Source: an optimization exercise on an open RTL-to-GDS flow (aim: small area and a short achievable clock period). Production flows keep margins and buffers that such runs may drop. At most, simulation tests tie the RTL to the original design; equivalence was not proved. Power and IR drop assume default switching activity.

==> module bppi, before the edit <==
module bppi (input one, input two, input neg, input m1, input m0, input inj, output p);
  assign p = (((one & m1) | (two & m0)) ^ neg) | inj;
endmodule
Settings: LEC_CHECK=0, CAP_MARGIN=0, CORE_MARGIN=2, CORE_UTILIZATION=55, CTS_BUF_LIST=sky130_fd_sc_hd__clkbuf_4 sky130_fd_sc_hd__clkbuf_8, SETUP_SLACK_MARGIN=2.85, SLEW_MARGIN=0, BUFFER_PORTS_ARGS=-buffer_cell sky130_fd_sc_hd__buf_1; clock period 6.5 ns.
standard.sh (not shown) runs the stock make flow with config.mk's settings and CLKGATE_MAP_FILE= SYNTH_SCRIPT=/design/flow/synth_recipe.tcl, a recipe that flattens the netlist after the stock synthesis.
==> flow/flow/run.sh <==
#!/bin/bash
# Standard layout (the standard.sh) with two changes to its settings:
# half-adder cells are kept out of synthesis (abc maps half adders to plain
# gates), and the port buffers are the smallest buffer cell.  The tools'
# output goes to standard.log here.
set -e
cat >> "$FLOW_CONFIG" <<'EOC'
export DONT_USE_CELLS += sky130_fd_sc_hd__ha_1 sky130_fd_sc_hd__ha_2 sky130_fd_sc_hd__ha_4
export BUFFER_PORTS_ARGS = -buffer_cell sky130_fd_sc_hd__buf_1
EOC
bash standard.sh > standard.log 2>&1
The first run completed without violations.
Change:
--- a/flow/design.v
+++ b/flow/design.v
@@ -73,5 +73,5 @@
 endmodule
 module bppi (input one, input two, input neg, input m1, input m0, input inj, output p);
-  assign p = (((one & m1) | (two & m0)) ^ neg) | inj;
+  assign p = ((one & m1) | (two & m0) | inj) ^ neg;
 endmodule
 module benc (input b2, input b1, input b0, input mul, input f1, input f2,
The changed run finished clean.
Die area fell by about 2%.
Setup slack is better by 0.060 ns.
Total power fell by 5.7%.
Design area fell by 1.9%.
Register-to-register slack is better by 0.02 ns.
Synthesized cell count rose by about 4.4%.
Critical path depth rose by 2.
Combinational power fell by about 13%.
Wire length fell by 0.83%.
Global-route usage rose by 0.58 points.
Synthesized area fell by about 2.1%.
Sequential cell count does not change.
First-iteration DRC count fell by 39%.
For the first run of this note, only the layout was checked, not whether the RTL still works.

========
== lane 1 ==
Another version of the RTL of alu16_top (not shown whole).
Size: roughly 750 cells after synthesis, roughly 76 flip-flops, roughly 0.0065 mm2 of cells after synthesis.
clock: 6.5 ns
lec_check: 0
cap_margin: 0
core_margin: 2
core_utilization: 55
cts_buf_list: sky130_fd_sc_hd__clkbuf_4 sky130_fd_sc_hd__clkbuf_8
setup_slack_margin: 3.0
slew_margin: 0
buffer_ports_args: -buffer_cell sky130_fd_sc_hd__buf_1
Scripts as last shown in full above: flow/flow/run.sh
#### Input delta (lane 2 over lane 1)
-- flow/design.v --
<<< lane 1, line 38
    output [15:0] out
  );
  wire arith = alufn[5:4] == 2'b00;
  wire add   = arith & (alufn[1:0] == 2'b00);
  wire sub   = (arith & alufn[0]) | (alufn[5:4] == 2'b11);
  wire bl    = alufn[5:4] == 2'b01;
  wire f_and = bl & (alufn[3:0] == 4'h8);
  wire f_or  = bl & (alufn[3:0] == 4'he);
  wire f_xor = bl & (alufn[3:0] == 4'h6);
  wire f_a   = bl & (alufn[3:0] == 4'ha);
  wire t11 = add | f_and | f_or | f_a;
  wire t01 = add | f_or | f_xor;
  wire t10 = sub | f_or | f_xor | f_a;
  wire t00 = sub;
  genvar i;
  generate for (i = 0; i < 16; i = i + 1) begin : g_bit
    assign out[i] = a[i] ? (b[i] ? t11 : t10) : (b[i] ? t01 : t00);
  end endgenerate
endmodule
module compare16_10 (
>>> lane 2, line 38
    output [15:0] out
  );
  wire f_and = alufn[3:0] == 4'h8;
  wire f_or  = alufn[3:0] == 4'he;
  wire f_xor = alufn[3:0] == 4'h6;
  wire f_a   = alufn[3:0] == 4'ha;
  assign out = ({16{f_and}} & (a & b)) | ({16{f_or}} & (a | b)) |
               ({16{f_xor}} & (a ^ b)) | ({16{f_a}} & a);
endmodule
module compare16_10 (
<<< lane 1, line 100
    assign m[gi] = rsh ? a[15 - gi] : a[gi];
  end endgenerate
  wire [15:0] opnd;
  boolean16_9 bu (.alufn(alufn), .a(a), .b(b), .out(opnd));
  wire [15:0] fillm;
  shifter16_8 sh (.s(b[4:0]), .fill(fillm));
  wire [15:0] yv = opnd | ({16{sra & a[15]}} & fillm);
  wire [16:0] bx = {b, 1'b0};
  wire [7:0] one, two, neg;
>>> lane 2, line 90
    assign m[gi] = rsh ? a[15 - gi] : a[gi];
  end endgenerate
  wire [15:0] boolr;
  boolean16_9 bu (.alufn(alufn), .a(a), .b(b), .out(boolr));
  wire [15:0] fillm;
  shifter16_8 sh (.s(b[4:0]), .fill(fillm));
  wire [15:0] yv = subl ? ~b :
                   ((arith & ~alufn[1]) ? b :
                   ((grp == 2'b01) ? boolr :
                   ((sra & a[15]) ? fillm : 16'h0000)));
  wire [16:0] bx = {b, 1'b0};
  wire [7:0] one, two, neg;
<<< lane 1, line 292
  compare16_10 comp (.force1(force_q), .ltd(ltd_q), .d15(sum[15]), .out(cmp));
  wire [15:0] rv;
  genvar ri;
  generate for (ri = 0; ri < 16; ri = ri + 1) begin : g_rev
    assign rv[ri] = sum[15 - ri];
  end endgenerate
  wire [15:0] res = ({16{sel_sum_q}} & sum) | ({16{sel_rev_q}} & rv) |
                    {15'd0, cmp};
>>> lane 2, line 285
  compare16_10 comp (.force1(force_q), .ltd(ltd_q), .d15(sum[15]), .out(cmp));
  wire [15:0] rv;
  assign rv[15] = cs_q[0];
  assign rv[14] = cs_q[1] | cs_q[2] | cs_q[3];
  assign rv[13] = cs_q[4];
  assign rv[12] = cs_q[5] | cs_q[6] | cs_q[7];
  assign rv[11] = cs_q[8] | cs_q[9];
  assign rv[10] = cs_q[10] | cs_q[11];
  assign rv[9] = cs_q[12] | cs_q[13] | cs_q[14] | cs_q[15];
  assign rv[8] = cs_q[16] | cs_q[17] | cs_q[18];
  assign rv[7] = cs_q[19] | cs_q[20] | cs_q[21];
  assign rv[6] = cs_q[22] | cs_q[23] | cs_q[24] | cs_q[25] | cs_q[26];
  assign rv[5] = cs_q[27] | cs_q[28] | cs_q[29] | cs_q[30];
  assign rv[4] = cs_q[31] | cs_q[32] | cs_q[33] | cs_q[34];
  assign rv[3] = cs_q[35] | cs_q[36] | cs_q[37] | cs_q[38] | cs_q[39] | cs_q[40];
  assign rv[2] = cs_q[41] | cs_q[42] | cs_q[43] | cs_q[44] | cs_q[45];
  assign rv[1] = cs_q[46] | cs_q[47] | cs_q[48] | cs_q[49] | cs_q[50];
  assign rv[0] = cs_q[51] | cs_q[52] | cs_q[53] | cs_q[54] | cs_q[55];
  wire [15:0] res = ({16{sel_sum_q}} & sum) | ({16{sel_rev_q}} & rv) |
                    {15'd0, cmp};
## What came out
Comparing lane 1 and lane 2, the lower final worst-path cycle share is on lane 2.
Lane 2 contains more vias than lane 1.
Taking lane 1 as the reference, in lane 2 routed wire length up 1800 um, sequential share of layout area moved down.
The routed metal-1 wire length in lane 2 is 1.11 times that in lane 1.
Going from lane 1 to lane 2, count of placed standard cells in the final layout, fillers left out grew by a little under 10%.
Summary — total track usage, lane 2 relative to lane 1: higher, by 0.67 points.
From lane 1 to lane 2 the numbers moved as follows: combinational share of power climbed 0.2 points; post-layout instance area climbed 3.3%.
Compared with lane 1, lane 2 is the more power-hungry design.
Function was not checked in any run of this note: the RTL went through the layout flow alone.

[re-timing with driven ports]
Ports are ideal in the flow. The routed layouts listed here were re-timed in OpenROAD. Step 1 assumes that a clkbuf_16 drives the clock port and a buf_2 every other input. Step 2 moves the port delays by t, midway between the first and last clock arrival at a register: inputs arrive t later, outputs are due t later. That takes back most of the time a late clock gives input paths. Slacks: ideal / step 1 / step 2; pairs: ideal / step 1.
| run | t (ns) | setup slack, ns | hold WS [ns] | latest minus earliest clock arrival (ns) |
|---|---|---|---|---|
| the first run of note 1 | 0.380 | 2.919 / 2.931 / 2.552 | 0.478 / 0.478 / 0.478 | 0.006 / 0.007 |
| the second run of note 1 | 0.387 | 2.979 / 2.992 / 2.606 | 0.491 / 0.491 / 0.491 | 0.011 / 0.011 |
| lane 1 | 0.393 | 3.011 / 3.019 / 2.627 | 0.438 / 0.438 / 0.438 | 0.013 / 0.013 |
| lane 2 | 0.383 | 3.071 / 3.080 / 2.697 | 0.465 / 0.465 / 0.465 | 0.008 / 0.008 |
After both steps setup and hold are still met in every run listed. The setup slack of lane 1, which loses most, moves by +0.008 ns with the drivers and by -0.384 ns with both steps.
